Background: an optimization exercise with open tools, aiming at small area. Do not read the settings as production practice.
Where RTL was checked, it was by simulation tests only, not by an equivalence proof against the original.
Function not checked in run 3: the RTL went through the layout flow alone.
Power figures rest on the tool's default switching activity, not on a simulated workload.

**flow/design.v**
```verilog
module crc_check(
input clk,
input rstn,
input start,
input in,
output done,
output crc_ok,
output idle,
output restarted
);
localparam [7:0] R_INV = 8'b1010_1000;
reg  [7:0] rem_r;
wire [7:0] rem = rem_r ^ R_INV;
localparam [5:0] C_INV = 6'b000010;
reg  [5:0] cnt_r;
wire [5:0] cnt = cnt_r ^ C_INV;
wire low_zero = (cnt[4:0] == 5'd0);
wire fb = (cnt[5] ^ cnt[4]) & ~low_zero;
always @(posedge clk)
if (start)
    rem_r <= {7'b0, in} ^ R_INV;
else
    rem_r <= ({rem[6:0], in} ^ (rem[7] ? 8'h07 : 8'h00)) ^ R_INV;
always @(posedge clk or negedge rstn)
if (~rstn)
    cnt_r <= C_INV;
else if (start)
    cnt_r <= 6'b000011 ^ C_INV;
else
    cnt_r <= {cnt[4:0], fb} ^ C_INV;
assign done      = cnt[5] & low_zero;
assign crc_ok    = (rem == 8'd0);
assign idle      = cnt_r[1];
assign restarted = cnt_r[0];
endmodule
module Protocol_analysis(
input sck,
input [40:0] pay_now_n,
input [40:0] pay_old_n,
input crc_bit,
input vld,
input rstn,
output [40:0] payload,
output pvld
);
reg live;
reg pvld_r;
wire done;
wire crc_ok;
wire idle;
wire restarted;
always @(posedge sck)
if (vld)
    live <= ~done;
always @(posedge sck or negedge rstn)
if (!rstn)
    pvld_r <= 1'b0;
else
    pvld_r <= done & live & crc_ok;
crc_check u_crc_check(
.clk(sck),
.rstn(rstn),
.start(vld),
.in(crc_bit),
.done(done),
.crc_ok(crc_ok),
.idle(idle),
.restarted(restarted)
);
assign payload = ~((pay_old_n | {41{restarted}}) & (pay_now_n | {41{idle}}));
assign pvld    = pvld_r;
endmodule
module Spi_to_pnb_trans(
output sdo
);
assign sdo = 1'b0;
endmodule
module Spi_to_pnb_rev(
input sck,
input cs,
input sdi,
output [40:0] pay_now_n,
output [40:0] pay_old_n,
output crc_bit,
output vld
);
localparam [114:0] S_INV = {{112{1'b1}}, 3'b001};
localparam [5:0]   T_INV = 6'b101010;
reg  [114:0] data_r;
reg  [5:0]   tmr_r;
reg          vld_r;
wire [114:0] s = data_r ^ S_INV;
wire [5:0]   t = tmr_r ^ T_INV;
wire full = &t;
wire [114:0] s_nx = cs ? {s[113:3], 1'b0, s[1], 2'b00}
                       : {s[113:0], sdi};
wire [5:0]   t_nx = cs ? 6'b111110
                       : {t[4:0], (t[5] ^ t[4]) | full};
always @(posedge sck) begin
    data_r <= s_nx ^ S_INV;
    tmr_r  <= t_nx ^ T_INV;
    vld_r  <= (&t_nx) && (s_nx[80:65] == 16'h55ab) && (s_nx[7:0] == 8'haa);
end
assign vld     = vld_r;
assign crc_bit = s[64];
assign pay_now_n = data_r[57:17];
assign pay_old_n = data_r[114:74];
endmodule
module Spi_to_pnb_top(
inter_fpga_comms_cs,
inter_fpga_comms_sdo,
inter_fpga_comms_sck,
rst_n,
inter_fpga_comms_sdi,
payload,
pvld
);
input inter_fpga_comms_cs, inter_fpga_comms_sdo, inter_fpga_comms_sck, rst_n;
output inter_fpga_comms_sdi;
output [40:0] payload;
output pvld;
wire [40:0] pay_now_n;
wire [40:0] pay_old_n;
wire vld;
wire crc_bit;
Spi_to_pnb_rev u_spi_to_pnb_rev(
    .sck(inter_fpga_comms_sck),
    .cs(inter_fpga_comms_cs),
    .sdi(inter_fpga_comms_sdo),
    .pay_now_n(pay_now_n),
    .pay_old_n(pay_old_n),
    .crc_bit(crc_bit),
    .vld(vld)
);
Spi_to_pnb_trans u_spi_to_pnb_trans(
    .sdo(inter_fpga_comms_sdi)
);
Protocol_analysis u_protocol_analysis(
    .sck(inter_fpga_comms_sck),
    .pay_now_n(pay_now_n),
    .pay_old_n(pay_old_n),
    .crc_bit(crc_bit),
    .vld(vld),
    .rstn(rst_n),
    .payload(payload),
    .pvld(pvld)
);
endmodule
```
**flow/flow/run.sh**
```bash
#!/bin/bash
# Standard ORFS layout (the standard.sh, unchanged synthesis) with:
#  - port buffers of the smallest buffer cell instead of the default pick,
#  - clock tree built from small clock buffers, without dummy load cells.
set -euo pipefail
cd "$(dirname "$0")/.."
export BUFFER_PORTS_ARGS="-buffer_cell sky130_fd_sc_hd__buf_1"
export CTS_ARGS="-sink_clustering_enable -repair_clock_nets -dont_use_dummy_load -sink_buffer_max_cap_derate 1.0 -buf_list {sky130_fd_sc_hd__clkbuf_1 sky130_fd_sc_hd__clkbuf_2 sky130_fd_sc_hd__clkbuf_4}"
bash standard.sh > flow_standard.log 2>&1
```
**flow/standard.sh**
```bash
#!/bin/bash
# synth_recipe.tcl (not shown) runs the flow's synth.tcl, then flattens the netlist and writes it again
# the make line also repeats each setting of config.mk as NAME=value (left out here)
make -C /OpenROAD-flow-scripts/flow DESIGN_CONFIG=/design/flow/config.mk WORK_HOME=/design/flow/orfs CLKGATE_MAP_FILE= SYNTH_SCRIPT=/design/flow/synth_recipe.tcl "${@:-finish}"
```
**flow/config.mk**
```make
export PLATFORM = sky130hd
export DESIGN_NAME = Spi_to_pnb_top
export DESIGN_NICKNAME = Spi_to_pnb_top
export VERILOG_FILES = /design/flow/design.v
export SDC_FILE = /design/flow/constraint.sdc
export NUM_CORES = 4
export LEC_CHECK = 0
export CAP_MARGIN = 20
export CORE_MARGIN = 2
export CORE_UTILIZATION = 75
export SLEW_MARGIN = 20
```
**flow/constraint.sdc**
```tcl
create_clock -name core_clock -period 10.0 [get_ports {inter_fpga_comms_sck}]
set_input_delay 2.0000 -clock core_clock [delete_from_list [all_inputs] [get_ports {inter_fpga_comms_sck}]]
set_output_delay 2.0000 -clock core_clock [all_outputs]
set_load 0.01 [all_outputs]
```
==> out/qor.txt, run 1 <==
Pwr Density - 210.6 nW/µm²
Final min period - 4.423 ns
DRC viols - 0
CP arrival - 2.42 ns
yosys warns - 3
CTS tree - built
Slew headroom - 46.64%
#FFs+latches synth - 138
Clk pin slew, worst setup/hold paths - 0.11 ns
Longest Clk Path Bufs - 2
Die Wd - 71.60 µm
Cell variety after synth - 29
initial antenna violation count - 0
syn_nets - 246
Hold Path Class - reg2reg
vias in the first global route - 1,911
CTS sink count - 138
RSZ-0062 raised after global routing - no
share of cells above drive strength 1 - 6.507%
setup TNS - 0 ns
Antenna Cells - 0
Root Driver - clkbuf_1
via count - 1,955
status - finished clean
row cnt - 24
DRT iter0 DRCs - 60
largest net degree at the start of global routing - 44
final worst path period share - 44.23%
Area Overhead vs Synth - 9.128%
Detailed Place HPWL - 3.484 mm
drt via density - 5.683
die boundary height - 71.60 µm
H-Tree Level Count - 4
VDD IR max - 0.1547 mV
# IOs - 47
Post-CTS Hold Buffers - 0
cts bufs inserted - 17
Total Wirelength - 5.587 mm
sequential area share after synthesis - 81.96%
gr ovfl total - 0
GRT Util Overall - 23.79%
Placed Area - 3616 µm²
Critical Path RT - 8.00 ns
Skew-Pair Late Insertion Delay - 0.94 ns
post-layout util - 85.30%
Post-Syn Area - 3427 µm²
Final setup viols - 0
Startpoint Class - register
area of the core - 4384 µm²
PortBufs - 45
DRT Pass-1 Iters - 5
Synth Instances - 242
Multi-input gate area - 561.8 µm²
DR WL/cell - 16.24 µm
register area - 2809 µm²
Initial Utilization - 78.17%
leak pwr - 1.448 nW
CP Class - reg2out
RePlAce Congestion - 0.7322
Finished Cell Area - 3740 µm²
global-route wire length before repair - 8.852 mm
Fill cells - 219
Max Fanout on Critical Path - 43
Syn Area/Cell - 14.16 µm²
max-cap viol count - 0
commonest non-fill, non-tap cell in the layout - dfxtp_1
PostCTS Resize Cnt - 0
Slew @ Worst Pin - 0.8004 ns
most frequent cells in the layout - 130 x dfxtp_1, 45 x buf_1, 41 x o22ai_1
capturing element type of the critical path - output pin
Post-CTS Setup Bufs - 0
total die area - 5126 µm²
clk_skew - 0.02173 ns
ANT nets after route - 0
nets - 298
fin. max-slew vios - 0
final-report hold violation count - 0
Fmax achieved - 0.2261 GHz
[final cells by class]
cell class	count	area share [%]
well taps	52	1.740
clock buffers	17	3.312
flip-flops and latches	138	75.11
repair buffers	46	4.717
multi-input cells	90	15.02
inverters	1	0.1004
[path summary, 6_finish.rpt]
| kind | start | endpoint | slack (ns) | depth (start not counted) |
|---|---|---|---|---|
| min in group asynchronous | rst_n | u_protocol_analysis.u_crc_check.cnt_r[4] | 0.93 | 1 |
| setup reg to reg | u_protocol_analysis.u_crc_check.cnt_r[1] | u_protocol_analysis.pvld_r | 8.02 | 3 |
| setup / recovery | u_protocol_analysis.u_crc_check.cnt_r[1] | payload[22] | 5.58 | 2 |
| hold / removal | u_spi_to_pnb_rev.data_r[10] | u_spi_to_pnb_rev.data_r[11] | 0.32 | 0 |
| hold reg to reg | u_spi_to_pnb_rev.data_r[10] | u_spi_to_pnb_rev.data_r[11] | 0.32 | 0 |
| max in group asynchronous | rst_n | u_protocol_analysis.u_crc_check.cnt_r[1] | 8.78 | 1 |
[through the flow]
stage | total power [mW] | hold slack, ns | cells | setup WS [ns]
6_report | 0.7876 | 0.3217 | 344 | 5.577
4_1_cts | 0.7927 | 0.3312 | 344 | 5.472
2_1_floorplan | 0.5740 | 0.3096 | 242 | 6.882
5_1_grt | 0.8170 | 0.3392 | 344 | 5.335
3_3_place_gp | 0.5757 | 0.3103 | 327 | 6.622
3_5_place_dp | 0.5761 | 0.3121 | 327 | 6.569
[sequential cells by signal (all words and copies together) (netlist names)]
register	count
u_spi_to_pnb_rev.data_r	115
u_protocol_analysis.u_crc_check.rem_r	8
u_protocol_analysis.u_crc_check.cnt_r	6
u_spi_to_pnb_rev.tmr_r	6
u_protocol_analysis.live	1
u_protocol_analysis.pvld_r	1
u_spi_to_pnb_rev.vld_r	1
[critical path: stages (launching register included)]
cell and delay [ns]:
dfstp_2 1.06, o22ai_1 0.22, buf_1 0.18
[cell families after synthesis]
kind of cell / after synthesis / synth area share (%)
flip-flops: 138 / 81.96
AND/OR/NAND/NOR: 42 / 7.448
AO/OA/AOI/OAI: 44 / 8.069
XOR/XNOR: 3 / 0.7668
buffers and inverters: 14 / 1.643
other: 1 / 0.1094
[power breakdown]
group	internal (mW)	switching [mW]	leakage, nW
combinational	0.00146	0.00176	0.228
sequential	0.557	0.00316	1.14
clock	0.0745	0.150	0.0748
[routing by layer]
metal | GRT usage [%] | part of all wire (%) | vias up
met5 | 0 | 0 | -
met4 | 11.95 | 2.3 | 0
met3 | 10.27 | 5.4 | 18
met2 | 36.01 | 49 | 67
met1 | 29.34 | 44 | 932
li1 | - | - | 938
[synth_stat cells (all sizes together)]
cell type | number | share of area (%)
nor4 | 1 | 0.37
nor4bb | 1 | 0.29
nand4bb | 1 | 0.33
conb | 1 | 0.11
nor2b | 5 | 0.91
nor3 | 1 | 0.15
a211oi | 1 | 0.22
inv | 1 | 0.11
buf | 1 | 0.22
o22ai | 41 | 7.5
edfxtp | 1 | 0.88
o31ai | 1 | 0.22
or2b | 1 | 0.22
xor2 | 2 | 0.51
clkbuf | 12 | 1.3
nor4b | 3 | 0.77
dfstp | 1 | 0.77
nand4 | 2 | 0.37
nand2 | 1 | 0.11
nor2 | 14 | 1.5
dfrtp | 6 | 4.4
a21oi | 1 | 0.15
nand2b | 6 | 1.1
dfxtp | 130 | 76
nand3b | 2 | 0.44
xnor2 | 1 | 0.26
nand3 | 1 | 0.15
or4b | 1 | 0.29
or4 | 2 | 0.44
==> inputs of run 2 (changes only) <==
--- a/flow/design.v
+++ b/flow/design.v
@@ -58,3 +58,3 @@
 else
-    pvld_r <= done & live & crc_ok;
+    pvld_r <= done & crc_ok & (live | vld);
 crc_check u_crc_check(
==> out/qor.txt, run 2 <==
status - finished clean
capturing element type of the critical path - output pin
CP arrival - 2.34 ns
top cells by area, synth - dfxtp_1 76%, o22ai_1 7.5%, dfrtp_1 4.4%
Post-synth top cells - 130 x dfxtp_1, 41 x o22ai_1, 14 x nor2_1
Syn Area/Cell - 14.23 µm²
gr ovfl total - 0
Detailed Place HPWL - 3.316 mm
global-route wire length before repair - 8.376 mm
Post-Syn Area - 3428 µm²
ANT nets after route - 0
nets - 297
Max Fanout on Critical Path - 43
Initial Utilization - 78.20%
H-Tree Level Count - 4
Final min period - 4.341 ns
crit-path cells - o22ai_1 -> buf_1
Die Wd - 71.61 µm
Critical Path Start - u_protocol_analysis.u_crc_check.cnt_r[1]
VDD IR max - 0.1672 mV
syn_nets - 245
Synth Instances - 241
GRT Util Overall - 22.43%
setup TNS - 0 ns
number of flops mapped to enable cells by yosys - 1
Pwr Density - 209.7 nW/µm²
# IOs - 47
die boundary height - 71.61 µm
Longest Clk Path Bufs - 2
worst r2r src - u_protocol_analysis.u_crc_check.cnt_r[1]
max-cap viol count - 0
initial antenna violation count - 0
CP max stage delay - 1.06 ns
largest reg by FF count - u_spi_to_pnb_rev.data_r
Antenna Cells - 0
count leader, synth - dfxtp_1
fin. max-slew vios - 0
Cell variety after synth - 29
sequential area share after synthesis - 81.93%
drt via density - 5.560
slowest stage cell, crit path - dfstp_2
final worst path period share - 43.41%
DRC viols - 0
final-report hold violation count - 0
Critical Path RT - 8.00 ns
Root Driver - clkbuf_1
via count - 1,907
Hold Path Class - reg2reg
PostCTS Resize Cnt - 0
PortBufs - 45
most frequent cells in the layout - 130 x dfxtp_1, 45 x buf_1, 41 x o22ai_1
vias in the first global route - 1,831
#FFs+latches synth - 138
total chip power - 784.6 µW
cts bufs inserted - 17
clk_skew - 0.01901 ns
CP bufs+invs - 1
largest net degree at the start of global routing - 44
area of the core - 4384 µm²
DR WL/cell - 14.94 µm
CP Class - reg2out
area leader, netlist - dfxtp_1
Slew @ Worst Pin - 0.7766 ns
Fmax achieved - 0.2303 GHz
Startpoint Class - register
max FFs per register - 115
R2R Setup Slk - 7.91 ns
Area Overhead vs Synth - 9.124%
DRT iter0 DRCs - 45
asr flop ratio synth - 5.072%
commonest non-fill, non-tap cell in the layout - dfxtp_1
ys flop type - dfxtp_1
Post-CTS Setup Bufs - 0
Final setup viols - 0
largest registers - u_spi_to_pnb_rev.data_r x115, u_protocol_analysis.u_crc_check.rem_r x8
total die area - 5128 µm²
DRT Pass-1 Iters - 4
Hold Path Origin - u_spi_to_pnb_rev.data_r[7]
RSZ-0062 raised after global routing - no
Largest delay share family, worst path - flip-flops
yosys warns - 3
RePlAce Congestion - 0.7338
Skew-Pair Late Insertion Delay - 0.92 ns
CTS sink count - 138
Clk pin slew, worst setup/hold paths - 0.11 ns
Synth top area share - 75.91%
row cnt - 24
Post-CTS Hold Buffers - 0
leak pwr - 1.448 nW
share of cells above drive strength 1 - 6.873%
Slew headroom - 48.23%
CTS tree - built
Total Wirelength - 5.123 mm
[run 2: final cells by class]
cell class / instances / area [µm²]
repair buffers: 46 / 176.4
clock buffers: 17 / 123.9
well taps: 52 / 65.06
fillers: 222 / 643.1
multi-input cells: 89 / 563.0
inverters: 1 / 3.754
flip-flops and latches: 138 / 2809
[run 2: report_power, final]
part	total (mW)	switching, mW	internal, mW
combinational	0.00317	0.00172	0.00146
clock	0.221	0.147	0.0744
sequential	0.560	0.00318	0.557
total	0.785	0.152	0.633
[run 2: stage by stage]
| step | instance area, µm² | hold WS [ns] | util (%) | std cells | worst slack, ns |
|---|---|---|---|---|---|
| global placement | 3617 | 0.3116 | 82.51 | 326 | 6.663 |
| detailed placement | 3617 | 0.3121 | 82.51 | 326 | 6.622 |
| CTS | 3741 | 0.3295 | 85.33 | 343 | 5.557 |
| finish | 3741 | 0.3245 | 85.33 | 343 | 5.659 |
| floorplan | 3428 | 0.3096 | - | 241 | 6.882 |
| global route | 3741 | 0.3275 | 85.33 | 343 | 5.401 |
[run 2: final timing paths]
check,to,cells after the start
worst min-delay path,u_spi_to_pnb_rev.data_r[8],0
worst max-delay path,payload[25],2
worst max register to register,u_protocol_analysis.live,2
min in group asynchronous,u_protocol_analysis.u_crc_check.cnt_r[4],1
max in group asynchronous,u_protocol_analysis.u_crc_check.cnt_r[1],1
worst min register to register,u_spi_to_pnb_rev.data_r[8],0
[run 2: cells by family (layout without fill, tap and decap cells)]
logic type / after synthesis / in the layout / share of synthesized area [%]
buf+inv: 14 / 64 / 1.642
other cells: 1 / 1 / 0.1094
flops: 138 / 138 / 81.93
xor+xnor: 3 / 3 / 0.7666
compound gates: 45 / 45 / 8.321
simple gates: 40 / 40 / 7.226
[run 2: metal layers]
metal	global-route usage, %	wire length (µm)
met5	0	0
met4	9.853	51
met3	9.986	235
met2	32.20	2352
met1	29.80	2483
==> inputs of run 3 (changes only) <==
==> flow/design.v (replaced) <==
module crc_check(
input [56:0] in,
input start,
input clk,
input rstn,
output reg out,
output reg clr
);
parameter [7:0] poly = 8'b0000_0111;
reg [56:0]din_temp;
reg crc_en;
reg [5:0]crc_cnt;
always@(posedge clk or negedge rstn)
if(~rstn)
        din_temp <= 57'b0;
else if(start)
        din_temp <= in;
else if(crc_en)
begin
        din_temp[56:49] <= din_temp[56]? din_temp[55:48]^poly : din_temp[55:48];
        din_temp[48:0] <= { din_temp[47:0],1'b0};
end
always@(posedge clk or negedge rstn)
if(~rstn)
        crc_en <= 1'b0;
else if(start)
        crc_en <= 1'b1;
else if(crc_cnt == 6'd56)
        crc_en <= 1'b0;
always@(posedge clk or negedge rstn)
if(~rstn)
        crc_cnt <= 6'd0;
else if(start)
        crc_cnt <= 6'd0;
else if(crc_en)
        crc_cnt <= crc_cnt +1'b1;
always@(posedge clk or negedge rstn)
if(~rstn)
        out <= 1'b0;
else if(crc_en && crc_cnt == 6'd56)
        out <= (din_temp[56:49] == 8'd0);
else
        out <= 1'b0;
always@(posedge clk or negedge rstn)
if(~rstn)
        clr <= 1'b0;
else if(crc_en && crc_cnt == 6'd56)
        clr <= 1'b1;
else
        clr <= 1'b0;
endmodule
module Protocol_analysis(
input sck,
input [80:0] datain,
input vld,
input rstn,
output [40:0] payload,
output pvld
);
reg [48:0] payload_r;
reg vld_r;
wire crc_check_result;
wire clr;
always@(posedge sck or negedge rstn)
begin
if(!rstn)
    begin
    payload_r<= 49'b0;
    end
else if(vld)
    begin
    payload_r<= datain[64:16];
    end
end
always@(posedge sck or negedge rstn)
begin
if(!rstn)
    begin
    vld_r<=1'b0;
    end
else if(vld)
    begin
    vld_r<=1'b1;
    end
else if(clr)
    begin
    vld_r<=1'b0;
    end
end
crc_check u_crc_check(
.in(datain[64:8]),
.start(vld),
.clk(sck),
.rstn(rstn),
.out(crc_check_result),
.clr(clr)
);
assign payload= payload_r[40:0];
assign pvld= vld_r&&crc_check_result;
endmodule
module Spi_to_pnb_trans(
sck,
dataout,
vld,
sdo
);
input sck, dataout, vld;
output sdo;
assign sdo = 1'b0;
endmodule
module Spi_to_pnb_rev(
sck,
cs,
sdi,
datain,
vld
);
input sck,cs,sdi;
output wire [80:0] datain;
output vld;
reg [80:0] data_r;
always@(posedge sck)
begin
if(cs)
    begin
        data_r<= 81'b0;
    end
else
    begin
        data_r<= {data_r[79:0], sdi};
    end
end
assign vld = (data_r[80:65]==16'h55ab)&&(data_r[7:0]==8'haa);
assign datain = data_r;
endmodule
module Spi_to_pnb_top( 
inter_fpga_comms_cs, 
inter_fpga_comms_sdo,
inter_fpga_comms_sck,
rst_n,
inter_fpga_comms_sdi, 
payload,
pvld
);
input inter_fpga_comms_cs, inter_fpga_comms_sdo, inter_fpga_comms_sck, rst_n;
output inter_fpga_comms_sdi;
output [40:0] payload;
output pvld;
wire [80:0] datain;
wire vld;
wire dataout=1'b0;
wire vldout=1'b0;
Spi_to_pnb_rev u_spi_to_pnb_rev(
    .sck(inter_fpga_comms_sck),
    .cs(inter_fpga_comms_cs),
    .sdi(inter_fpga_comms_sdo),
    .datain(datain),
    .vld(vld)
);
Spi_to_pnb_trans u_spi_to_pnb_trans(
    .sck(inter_fpga_comms_sck),
    .dataout(dataout),
    .vld(vldout),
    .sdo(inter_fpga_comms_sdi)
);
Protocol_analysis u_protocol_analysis(
    .sck(inter_fpga_comms_sck),
    .datain(datain),
    .vld(vld),
    .rstn(rst_n),
    .payload(payload),
    .pvld(pvld)
);
endmodule
==> flow/run.sh (new file) <==
#!/bin/bash
# synth_recipe.tcl (not shown) runs the flow's synth.tcl, then flattens the netlist and writes it again
# the make line also repeats each setting of config.mk as NAME=value (left out here)
make -C /OpenROAD-flow-scripts/flow DESIGN_CONFIG=/design/flow/config.mk WORK_HOME=/design/flow/orfs CLKGATE_MAP_FILE= SYNTH_SCRIPT=/design/flow/synth_recipe.tcl finish
--- a/flow/config.mk
+++ b/flow/config.mk
@@ -9,3 +9,3 @@
 export CORE_MARGIN = 2
-export CORE_UTILIZATION = 75
+export CORE_UTILIZATION = 40
 export SLEW_MARGIN = 20
removed: flow/flow/run.sh
removed: flow/standard.sh
==> out/qor.txt, run 3 <==
status - finished clean
Slew headroom - 28.31%
die boundary height - 135.5 µm
Longest Clk Path Bufs - 2
Largest delay share family, worst path - buffers and inverters
drt via density - 4.927
Clk pwr share - 45.0%
met3 wire len - 340 µm
count leader, synth - dfrtp_1
ys flop type - dfrtp_1
Seq pwr share - 53.9%
DR WL/cell - 14.37 µm
Critical Path RT - 8.00 ns
largest registers - u_spi_to_pnb_rev.data_r x81, u_protocol_analysis.u_crc_check.din_temp x57, u_protocol_analysis.payload_r x41
Die Wd - 135.5 µm
Synth top area share - 39.07%
Total Wirelength - 12.57 mm
share of cells above drive strength 1 - 6.308%
DRC viols - 0
crit-path cells - and2_1 -> clkdlybuf4s50_1
Sw Ratio - 20.67%
R2R Setup Slk - 6.99 ns
row cnt - 48
DRT iter0 DRCs - 218
total chip power - 1.410 mW
clk_skew - 0.01064 ns
Root Driver - clkbuf_16
commonest non-fill, non-tap cell in the layout - dfrtp_1
Antenna Cells - 0
Post-Syn Area - 6917 µm²
Final setup viols - 0
most frequent cells in the layout - 107 x dfrtp_1, 84 x o21ai_0, 82 x nor2b_1
Startpoint Class - register
worst flop-to-flop path endpoint - u_protocol_analysis.u_crc_check.din_temp[50]
WL met1 - 6.079 mm
Detailed Place HPWL - 7.144 mm
gr ovfl total - 0
largest net degree at the start of global routing - 82
number of flops mapped to enable cells by yosys - 0
Syn Area/Cell - 11.26 µm²
nets - 643
Synth Instances - 614
internal cell power - 1.119 mW
Clk pin slew, worst setup/hold paths - 0.07 ns
Skew-Pair Late Insertion Delay - 0.43 ns
RePlAce Congestion - 0.6707
area leader, netlist - dfrtp_1
Switch Pwr - 291.5 µW
vias in the first global route - 4,580
via count - 4,311
Max Fanout on Critical Path - 2
CP Class - reg2out
area of the core - 17,120 µm²
final worst path period share - 34.09%
worst hold endpoint - u_spi_to_pnb_rev.data_r[31]
Slew @ Worst Pin - 1.075 ns
Hold Path Origin - u_spi_to_pnb_rev.data_r[30]
Placed Area - 7500 µm²
Post-CTS Setup Bufs - 0
Area Overhead vs Synth - 16.50%
PortBufs - 45
fin. max-slew vios - 0
worst r2r src - u_spi_to_pnb_rev.data_r[4]
Fmax achieved - 0.2933 GHz
Final min period - 3.409 ns
capturing element type of the critical path - output pin
CP max stage delay - 0.47 ns
DR top layer - met4
#FFs+latches synth - 189
DRT Pass-1 Iters - 4
global-route wire length before repair - 22.06 mm
slowest stage cell, crit path - clkdlybuf4s50_1
RSZ-0062 raised after global routing - no
final hold slack - 0.4611 ns
total die area - 18,360 µm²
share of total power in combinational logic - 1.1%
Initial Utilization - 40.41%
Post-CTS Hold Buffers - 0
H-Tree Level Count - 4
CP arrival - 1.41 ns
top cells by area, synth - dfrtp_1 39%, dfxtp_1 23%, mux2i_1 7.8%
Place WS - 6.625 ns
largest reg by FF count - u_spi_to_pnb_rev.data_r
GRT Util Overall - 15.04%
initial antenna violation count - 0
setup TNS - 0 ns
CTS tree - built
Finished Cell Area - 8058 µm²
final-report hold violation count - 0
Hold Path Class - reg2reg
VDD IR max - 0.1247 mV
PostCTS Resize Cnt - 0
placed insts - 843
yosys warns - 3
sequential area share after synthesis - 62.52%
cts bufs inserted - 17
Reg2Reg Depth - 5
max-cap viol count - 0
CTS sink count - 189
leak pwr - 3.243 nW
max FFs per register - 81
ANT nets after route - 0
Cell variety after synth - 32
Post-synth top cells - 108 x dfrtp_1, 84 x o21ai_0, 82 x nor2b_1
asr flop ratio synth - 57.14%
post-layout util - 47.08%
CP bufs+invs - 1
fin cells - 875
Hold Path Stages - 1
Pwr Density - 175.0 nW/µm²
# IOs - 47
Worst Slack Setup Final - 6.591 ns
syn_nets - 620
WL met2 - 6.000 mm
## run 3: logic make-up after synthesis
logic type / count (synthesis) / share of synthesized area [%]
compound gates: 99 / 7.236
xor+xnor: 8 / 1.013
fa+ha+maj: 2 / 0.3617
buf+inv: 92 / 5.499
flops: 189 / 62.52
mux: 58 / 8.466
other cells: 1 / 0.05422
simple gates: 165 / 14.85
## run 3: area by class of cell
cell class | count | area (µm²)
fill | 1563 | 9059
sequential | 189 | 4328
multi-input combinational | 333 | 2233
timing repair buffer | 51 | 488.0
clock buffer | 23 | 467.9
tap | 225 | 281.5
inverter | 45 | 168.9
clock inverter | 9 | 90.09
## run 3: power by group through the flow
stage                     sequential (mW)  clock, mW  combinational, mW
after CTS                           0.760      0.652             0.0167
after global routing                0.760      0.683             0.0184
after detailed placement            0.776          0             0.0167
after global placement              0.776          0             0.0163
after floorplan                     0.776          0            0.00518
final                               0.760      0.634             0.0157
## run 3: worst max path at each step
| stage | startpoint | endpoint | cells after the start |
|---|---|---|---|
| 2_1_floorplan | inter_fpga_comms_cs | u_spi_to_pnb_rev.data_r[0] | 3 |
| 3_3_place_gp | rst_n | u_protocol_analysis.payload_r[10] | 2 |
| 3_5_place_dp | rst_n | u_protocol_analysis.payload_r[10] | 2 |
| 4_1_cts | u_protocol_analysis.vld_r | pvld | 2 |
| 5_1_grt | u_protocol_analysis.vld_r | pvld | 2 |
| 6_report | u_protocol_analysis.vld_r | pvld | 2 |
## run 3: routing by layer
metal  track usage [%]  vias to the layer above
li1                  -                     2124
met1             20.11                     2121
met2             24.00                       52
met3             3.629                       14
met4             5.382                        0
met5                 0                        -

-- separate check: timing with driven ports --
How much do the figures lean on ideal ports? The routed layouts below were timed once more, with nothing changed but the port constraints.
Step 1, drivers: a clkbuf_16 drives inter_fpga_comms_sck and a buf_2 each remaining input, both assumed.
Step 2 adds t to the input delays and takes it off the output delays; t is the mean of the earliest and latest rising clock arrival at the registers after step 1. Input paths then give back, and output paths get back, about the clock's delay inside the block.
Three values: ideal ports, drivers, drivers and shift; two values: the first two.
run | shift t [ns] | setup WS [ns] | worst setup path after step 2 | latest minus earliest clock arrival (ns)
run 1 | 0.958 | 5.577 / 5.550 / 6.508 | register to output | 0.022 / 0.022
run 2 | 0.932 | 5.659 / 5.631 / 6.564 | register to output | 0.027 / 0.027
run 3 | 0.460 | 6.591 / 6.552 / 6.754 | input, reset recovery | 0.012 / 0.012
After both steps every run listed still meets setup and hold. Setup slack includes reset recovery checks.
